From an optimization exercise on the open Yosys and OpenROAD flow, aimed at small area; shortcuts taken in it are not production practice.
In this exercise RTL edits were held to simulation tests only and were not proved equivalent to the original.
No driver is modelled on the clock port, so clocking that relies on it looks cheaper here than on a real chip.
Power and IR drop assume default switching activity.

==> ember: inputs <==
==> flow/design.v <==
module binary_to_segment(
	input [2:0] cpu_score,
	input [2:0] old_player_score,	 
	input [1:0] p,
	input started,
	output [6:0] seven_output,
	output [3:0] AN
	);
	wire [2:0] s = p[0] ? cpu_score : old_player_score;
	reg [6:0] seg;
	always @(*) begin
		case (s)
			3'd0: seg = 7'b0000001;
			3'd1: seg = 7'b1001111;
			3'd2: seg = 7'b0010010;
			3'd3: seg = 7'b0000110;
			3'd4: seg = 7'b1001100;
			3'd5: seg = 7'b0100100;
			3'd6: seg = 7'b0100000;
			default: seg = 7'b0001111;
		endcase
	end
	assign seven_output = (started & ~p[1]) ? seg : 7'b1111110;
	assign AN = {~started | p != 2'd0, ~started | p != 2'd3, ~started | p != 2'd2, ~started | p != 2'd1};
endmodule
module vga_controller_640_60 (
	input rst,
	input pixel_clk,
	input started,		 
	output HS,
	output VS,
	output visible,
	output ho_zero,
	output reg [6:0] ht,
	output reg [9:0] w
	);
	reg [4:0] ho;
	wire ho_max = ho[4] & ~ho[3];			 
	assign ho_zero = ~ho[4] & ~ho[0];
	wire ht_zero = ~|ht;
	wire h_end = ho_zero & ht[6] & ht[4];		 
	wire w_end = w[9] & w[4] & w[0];		 
	always @(posedge pixel_clk) begin
		if (rst | h_end) begin
			ht <= 0;
			ho <= 0;
		end else begin
			ho <= {ho[3:0], ~ho[4]};
			if (ho_max) ht <= ht + 1'b1;
		end
	end
	always @(posedge pixel_clk) begin
		if (rst | (h_end & w_end)) w <= 10'd4;
		else if (h_end) w <= w + 1'b1;
	end
	assign HS = ~((ht == 7'd64 & ho_max) | (ht >= 7'd65 & ht <= 7'd73) | (ht == 7'd74 & ~ho[4]));
	assign VS = ~((ho_zero & ht_zero) ? (w == 10'd487 | w == 10'd488) : (w == 10'd486 | w == 10'd487));
	assign visible = (ho_zero & ht_zero) ? (w == 10'd4 & ~started)
		: (~ht[6] | (ht[5:0] == 6'd0 & ho_zero)) & w < 10'd484;
endmodule
module vga_display(
		input rst,  
		input clk,  
		input up,
		input down,
		input left,
		input right,
		input[2:0] R_control,
		input[2:0] G_control,
		input[1:0] B_control,
		output reg [2:0] R,
		output reg [2:0] G,
		output reg [1:0] B,
		output wire [6:0] seven_output,
		output wire [3:0] AN,
		output HS,
		output VS
		);
	reg [10:0] lf;
	reg [1:0] p;
	wire lz = ~|lf[9:0];
	wire seg_step = lz & ~lf[10];
	wire tick = seg_step & p[1] & p[0];
	reg started;
	always @(posedge clk) begin
		if (rst) begin
			lf <= 11'd1;
			p <= 0;
			started <= 0;
		end else begin
			lf <= {lf[9:0], lf[10] ^ lf[8] ^ lz};
			p <= p + seg_step;
			if (seg_step) started <= 1'b1;
		end
	end
	reg [2:0] cs, ps, old_ps;
	always @(posedge clk)
		if (p != 2'd0) old_ps <= ps;
	binary_to_segment b2s(
		.cpu_score(cs),
		.old_player_score(old_ps),
		.p(p),
		.started(started),
		.seven_output(seven_output),
		.AN(AN));
	reg [1:0] next_state, state;
	reg [5:0] KP, KC, kx;
	reg [7:0] Y;
	reg xs, ys;
	wire bounce = ys ? (Y[7] & Y[6] & Y[5] & Y[3]) : ~|Y[7:4];	 
	wire ys1 = ys ^ bounce;
	wire [7:0] Y1 = Y + {{5{~ys1}}, ys1, ~ys1, 1'b1};		 
	wire score_c = ~xs & (kx == 6'd2);
	wire score_p = xs & (kx == 6'd61);
	wire px = xs ? (kx >= 6'd2 & kx <= 6'd4) : (kx >= 6'd4 & kx <= 6'd6);
	wire cx = xs ? (kx == 6'd57) : (kx == 6'd59);
	reg hit_y;
	wire hit = (px | cx) & hit_y;
	wire score = score_c | score_p;
	wire xs1 = xs ^ (score | hit);
	wire [7:0] cref = {KC, 2'b10};
	wire c_gt = Y > cref;
	wire c_lt = Y < cref;
	wire p_up = state[0] & (KP != 6'd8);
	wire p_dn = state[1] & (KP != 6'd52);
	wire c_up = xs ? (c_lt & KC != 6'd8) : (KC >= 6'd47);
	wire c_dn = xs ? (c_gt & KC != 6'd52) : (KC <= 6'd43);
	always @(posedge clk) begin
		if (rst) begin
			next_state <= 0;
			state <= 0;
			KP <= 30;
			KC <= 30;
			kx <= 30;
			Y <= 102;
			xs <= 1;
			ys <= 1;
			cs <= 0;
			ps <= 0;
		end else if (tick) begin
			state <= next_state;
			next_state <= {down & ~up & ~left & ~right, up & ~down & ~left & ~right};
			KP <= KP + {{5{p_up}}, p_up | p_dn};
			KC <= KC + {{5{c_up}}, c_up | c_dn};
			ys <= ys1;
			xs <= xs1;
			if (score) begin
				kx <= xs ? 6'd29 : 6'd31;
				Y <= ys1 ? 8'd107 : 8'd97;
			end else begin
				kx <= kx + {{5{~xs1}}, 1'b1};
				Y <= Y1;
			end
			if (score_c) begin
				if (cs == 3'd7) begin cs <= 0; ps <= 0; end
				else cs <= cs + 1'b1;
			end
			if (score_p) begin
				if (ps == 3'd7) begin cs <= 0; ps <= 0; end
				else ps <= ps + 1'b1;
			end
		end
	end
	wire visible, ho_zero;
	wire [6:0] ht;
	wire [9:0] w;
	vga_controller_640_60 vc(
		.rst(rst),
		.pixel_clk(clk),
		.started(started),
		.HS(HS),
		.VS(VS),
		.visible(visible),
		.ho_zero(ho_zero),
		.ht(ht),
		.w(w));
	wire [5:0] kx_inc = kx + 1'b1;
	wire [7:0] by_d = w[8:1] - Y;
	wire ball = (ht[5:0] == kx | (ht[5:0] == kx_inc & ho_zero))
		& by_d[7:3] == 5'd0 & (~by_d[2] | by_d[1:0] == 2'd0 | (by_d[1:0] == 2'd1 & ~w[0]));
	wire blank_h = ht[6];
	wire [5:0] pd = (blank_h ? Y1[7:2] : w[8:3]) - ((blank_h ? kx[5] : ht[5]) ? KC : KP);
	always @(posedge clk)
		if (blank_h) hit_y <= pd[5:3] == 3'b000 | pd[5:3] == 3'b111;
	wire prow = pd[5:3] == 3'b000 | (pd[5:3] == 3'b111 & pd[2:0] != 3'd0) | (pd == 6'd8 & w[2:0] == 3'd0);
	wire pcol = ht[5] ? (ht == 7'd58 | ht == 7'd59 | (ht == 7'd60 & ho_zero))
		: (ht == 7'd4 | ht == 7'd5 | (ht == 7'd6 & ho_zero));
	wire border = ht <= 7'd1 | (ht == 7'd2 & ho_zero) | ht >= 7'd62 | w >= 10'd464 | w <= 10'd24;
	wire endgame = (cs[2] & cs[1]) | (ps[2] & ps[1]);
	wire lit = ~rst & visible & ~endgame & (ball | (prow & pcol) | border);
	always @(posedge clk) begin
		R <= lit ? R_control : 3'd0;
		G <= lit ? G_control : 3'd0;
		B <= lit ? B_control : 2'd0;
	end
endmodule
==> flow/flow/run.sh <==
#!/bin/bash
# Layout flow: the standard synthesis, then the combinational cells re-mapped
# for area by ABC (every flip-flop instance kept as synthesis made it), then the
# standard ORFS steps from floorplan to finish, with small port buffers and a
# clock tree of small buffers, the leaves sized up only where needed.
set -euo pipefail
W=$(pwd)
R=$W/orfs/results/$FLOW_PLATFORM/vga_display/base
LIB=$FLOW_HOME/platforms/$FLOW_PLATFORM/lib/sky130_fd_sc_hd__tt_025C_1v80.lib
YOSYS=$(command -v yosys || echo "$FLOW_HOME/../tools/install/yosys/bin/yosys")

bash standard.sh synth > "$W/log_1_synth.txt" 2>&1
cp "$R/1_2_yosys.v" "$W/std_1_2_yosys.v"

RS_LIB="$LIB" RS_IN="$W/std_1_2_yosys.v" RS_OUT="$W/resynth.v" \
RS_SCRIPT="$W/flow/resynth.abc" RS_DONT_USE="*probe* *lpflow*" \
	"$YOSYS" -c "$W/flow/resynth.tcl" > "$W/log_2_resynth.txt" 2>&1

cp "$W/resynth.v" "$R/1_2_yosys.v"
rm -f "$R/1_synth.odb" "$R/1_synth.sdc"

export BUFFER_PORTS_ARGS="-buffer_cell sky130_fd_sc_hd__buf_1"
export CTS_ARGS="${FLOW_CTS_ARGS:--sink_clustering_enable -repair_clock_nets -buf_list sky130_fd_sc_hd__clkbuf_4 -dont_use_dummy_load}"
# leaf clock buffers driving slow clock edges are sized up after CTS
export POST_CTS_TCL="$W/flow/cts_post.tcl"
bash standard.sh finish > "$W/log_3_layout.txt" 2>&1
==> flow/flow/cts_post.tcl <==
# After CTS: give each leaf clock buffer whose flip-flops see a slow clock
# edge the next larger size, then legalize again.
proc clk_slew_worst {} {
  set worst 0
  foreach pin [get_pins -hierarchical */CLK] { set s [get_property $pin slew_max]; if {$s > $worst} {set worst $s} }
  return $worst
}
set limit [expr {[info exists ::env(CLK_SLEW_TARGET)] ? $::env(CLK_SLEW_TARGET) : 0.11}]
for {set round 0} {$round < 3} {incr round} {
  estimate_parasitics -placement
  set up {}
  foreach pin [get_pins -hierarchical */CLK] {
    if {[get_property $pin slew_max] > $limit} {
      set net [get_nets -of_objects $pin]
      foreach d [get_pins -of_objects $net -filter "direction == output"] {
        set inst [get_cells -of_objects $d]
        set ref [get_property $inst ref_name]
        if {$ref eq "sky130_fd_sc_hd__clkbuf_4"} { dict set up [get_full_name $inst] sky130_fd_sc_hd__clkbuf_8 }
        if {$ref eq "sky130_fd_sc_hd__clkbuf_8"} { dict set up [get_full_name $inst] sky130_fd_sc_hd__clkbuf_16 }
      }
    }
  }
  if {[dict size $up] == 0} break
  dict for {i c} $up { puts "clock buffer $i -> $c"; replace_cell [get_cells $i] $c }
  detailed_placement
}
estimate_parasitics -placement
puts "worst flip-flop clock slew after sizing: [clk_slew_worst]"
==> flow/flow/resynth.abc <==
strash
&get -n
&st
&deepsyn -T 30
&put
strash
&get -n
&dch -f
&nf -p -R 1000 -F 8
&put
==> flow/flow/resynth.tcl <==
# Re-map the combinational logic of the standard synthesis netlist for area.
# The flip-flop instances (names, cell types, connections) are kept as they are.
yosys -import
set lib $::env(RS_LIB)
set in $::env(RS_IN)
set out $::env(RS_OUT)
set script $::env(RS_SCRIPT)
set fh [open $in r]
set text [read $fh]
close $fh
set flops [lsort -unique [regexp -all -inline {sky130_fd_sc_hd__(?:e?df|sdf|dl)[a-z0-9_]*} $text]]
read_liberty -ignore_miss_func $lib
read_verilog $in
hierarchy -top vga_display
setattr -mod -set keep_hierarchy 1 {*}$flops
flatten
opt_clean -purge
set dont {}
foreach c [split $::env(RS_DONT_USE)] { if {$c ne ""} { lappend dont -dont_use $c } }
abc -liberty $lib {*}$dont -script $script
opt_clean -purge
setundef -zero
hilomap -singleton -hicell sky130_fd_sc_hd__conb_1 HI -locell sky130_fd_sc_hd__conb_1 LO
insbuf -buf sky130_fd_sc_hd__buf_4 A X
splitnets
opt_clean -purge
hierarchy -top vga_display
blackbox {*}$flops
tee -o $out.stat stat -liberty $lib
write_verilog -noattr -noexpr -nohex -nodec $out
==> flow/standard.sh <==
#!/bin/bash
# synth_recipe.tcl (not shown) runs the flow's synth.tcl, then flattens the netlist and writes it again
# the make line also repeats each setting of config.mk as NAME=value (left out here)
make -C /OpenROAD-flow-scripts/flow DESIGN_CONFIG=/design/flow/config.mk WORK_HOME=/design/flow/orfs CLKGATE_MAP_FILE= SYNTH_SCRIPT=/design/flow/synth_recipe.tcl "${@:-finish}"
==> flow/config.mk <==
export PLATFORM = sky130hd
export DESIGN_NAME = vga_display
export DESIGN_NICKNAME = vga_display
export VERILOG_FILES = /design/flow/design.v
export SDC_FILE = /design/flow/constraint.sdc
export NUM_CORES = 4
export LEC_CHECK = 0
export CAP_MARGIN = 20
export CORE_MARGIN = 2
export CORE_UTILIZATION = 65
export PLACE_DENSITY = 0.9
export SLEW_MARGIN = 20
==> flow/constraint.sdc <==
create_clock -name core_clock -period 40.0 [get_ports {clk}]
set_input_delay 8.0000 -clock core_clock [delete_from_list [all_inputs] [get_ports {clk}]]
set_output_delay 8.0000 -clock core_clock [all_outputs]
set_load 0.01 [all_outputs]
==> inputs of delta, as changes to ember <==
--- a/flow/design.v
+++ b/flow/design.v
@@ -114,8 +114,8 @@
 	wire score_p = xs & (kx == 6'd61);
 	wire px = xs ? (kx >= 6'd2 & kx <= 6'd4) : (kx >= 6'd4 & kx <= 6'd6);
 	wire cx = xs ? (kx == 6'd57) : (kx == 6'd59);
-	reg hit_y;
-	wire hit = (px | cx) & hit_y;
+	wire [5:0] dcol = Y1[7:2] - (kx[5] ? KC : KP);
+	wire hit = (px | cx) & (dcol[5:3] == 3'b000 | dcol[5:3] == 3'b111);
 	wire score = score_c | score_p;
 	wire xs1 = xs ^ (score | hit);
 	wire [7:0] cref = {KC, 2'b10};
@@ -123,7 +123,7 @@
 	wire c_lt = Y < cref;
 	wire p_up = state[0] & (KP != 6'd8);
 	wire p_dn = state[1] & (KP != 6'd52);
-	wire c_up = xs ? (c_lt & KC != 6'd8) : (KC >= 6'd47);
+	wire c_up = xs ? (c_lt & ~(c_gt & KC != 6'd52) & KC != 6'd8) : (KC >= 6'd47);
 	wire c_dn = xs ? (c_gt & KC != 6'd52) : (KC <= 6'd43);
 	always @(posedge clk) begin
 		if (rst) begin
@@ -178,10 +178,7 @@
 	wire [7:0] by_d = w[8:1] - Y;
 	wire ball = (ht[5:0] == kx | (ht[5:0] == kx_inc & ho_zero))
 		& by_d[7:3] == 5'd0 & (~by_d[2] | by_d[1:0] == 2'd0 | (by_d[1:0] == 2'd1 & ~w[0]));
-	wire blank_h = ht[6];
-	wire [5:0] pd = (blank_h ? Y1[7:2] : w[8:3]) - ((blank_h ? kx[5] : ht[5]) ? KC : KP);
-	always @(posedge clk)
-		if (blank_h) hit_y <= pd[5:3] == 3'b000 | pd[5:3] == 3'b111;
+	wire [5:0] pd = w[8:3] - (ht[5] ? KC : KP);
 	wire prow = pd[5:3] == 3'b000 | (pd[5:3] == 3'b111 & pd[2:0] != 3'd0) | (pd == 6'd8 & w[2:0] == 3'd0);
 	wire pcol = ht[5] ? (ht == 7'd58 | ht == 7'd59 | (ht == 7'd60 & ho_zero))
 		: (ht == 7'd4 | ht == 7'd5 | (ht == 7'd6 & ho_zero));
--- a/flow/flow/run.sh
+++ b/flow/flow/run.sh
@@ -2,7 +2,7 @@
 # Layout flow: the standard synthesis, then the combinational cells re-mapped
 # for area by ABC (every flip-flop instance kept as synthesis made it), then the
 # standard ORFS steps from floorplan to finish, with small port buffers and a
-# clock tree of small buffers, the leaves sized up only where needed.
+# small clock tree.
 set -euo pipefail
 W=$(pwd)
 R=$W/orfs/results/$FLOW_PLATFORM/vga_display/base
@@ -20,7 +20,5 @@
 rm -f "$R/1_synth.odb" "$R/1_synth.sdc"
 
 export BUFFER_PORTS_ARGS="-buffer_cell sky130_fd_sc_hd__buf_1"
-export CTS_ARGS="${FLOW_CTS_ARGS:--sink_clustering_enable -repair_clock_nets -buf_list sky130_fd_sc_hd__clkbuf_4 -dont_use_dummy_load}"
-# leaf clock buffers driving slow clock edges are sized up after CTS
-export POST_CTS_TCL="$W/flow/cts_post.tcl"
+export CTS_ARGS="${FLOW_CTS_ARGS:--sink_clustering_enable -repair_clock_nets -buf_list sky130_fd_sc_hd__clkbuf_8 -dont_use_dummy_load}"
 bash standard.sh finish > "$W/log_3_layout.txt" 2>&1
- CORE_UTILIZATION: 65 -> 50
- PLACE_DENSITY: 0.9 -> not set
removed: flow/flow/cts_post.tcl
==> results.txt <==
metric	ember	delta
Outcome	finished clean	finished clean
Worst-case clock skew	0.0285 ns	0.0295 ns
Slew at the pin closest to its max-slew limit	0.891 ns	0.740 ns
Post-detail-place hpwl	7320 um	7660 um
Well tap count	77	108
DR pass1 iterations	5	4
Worst R2R Path Depth	16	19
Total power per unit cell area	29.7 nW/um2	30.1 nW/um2
Sequential Power	0.0891 mW	0.0884 mW
Wire length of the first global-routing pass	17100 um	18300 um
Final Non-Filler Cells	656	697
Met1 usage in global routing	0.371	0.311
Multi-input combinational cell area	2480 um2	2670 um2
Initial core utilization	0.678	0.513
Critical path arrival	2.46 ns	2.41 ns
Vias in the first global route	3776	3785
Layout Nets	595	605
Share of power burned in registers	0.644	0.608
Worst-case setup slack after placement	29.98 ns	29.97 ns
Startpoint of the worst setup timing path	p[0]$_SDFF_PP0_	vc.ht[5]$_SDFFE_PP0P_
Total die area	7330 um2	9630 um2
Part of the cycle the worst path needs	0.262	0.260

afterwards: timing with drivers on the ports:
Ports are ideal in the flow. The routed layouts listed here were re-timed in OpenROAD.
Step 1, drivers: a clkbuf_16 drives clk and a buf_2 each remaining input, both assumed.
Step 2, shift: input delay + t, output delay - t, t = (earliest + latest rising clock arrival at the registers) / 2. This alone moves slack from input paths to output paths.
Three values: no drivers, after step 1, after step 2; two values: the first two.
run | t (ns) | setup WS [ns] | worst setup path at the end | worst slew at a driven data input, ns | pins driven straight from the clock port
ember | 0.453 | 29.538 / 29.506 / 29.959 | register to output | 0.04 | 1
delta | 0.379 | 29.588 / 29.555 / 29.933 | register to output | 0.03 | 1
After both steps setup and hold are still met in every run listed.
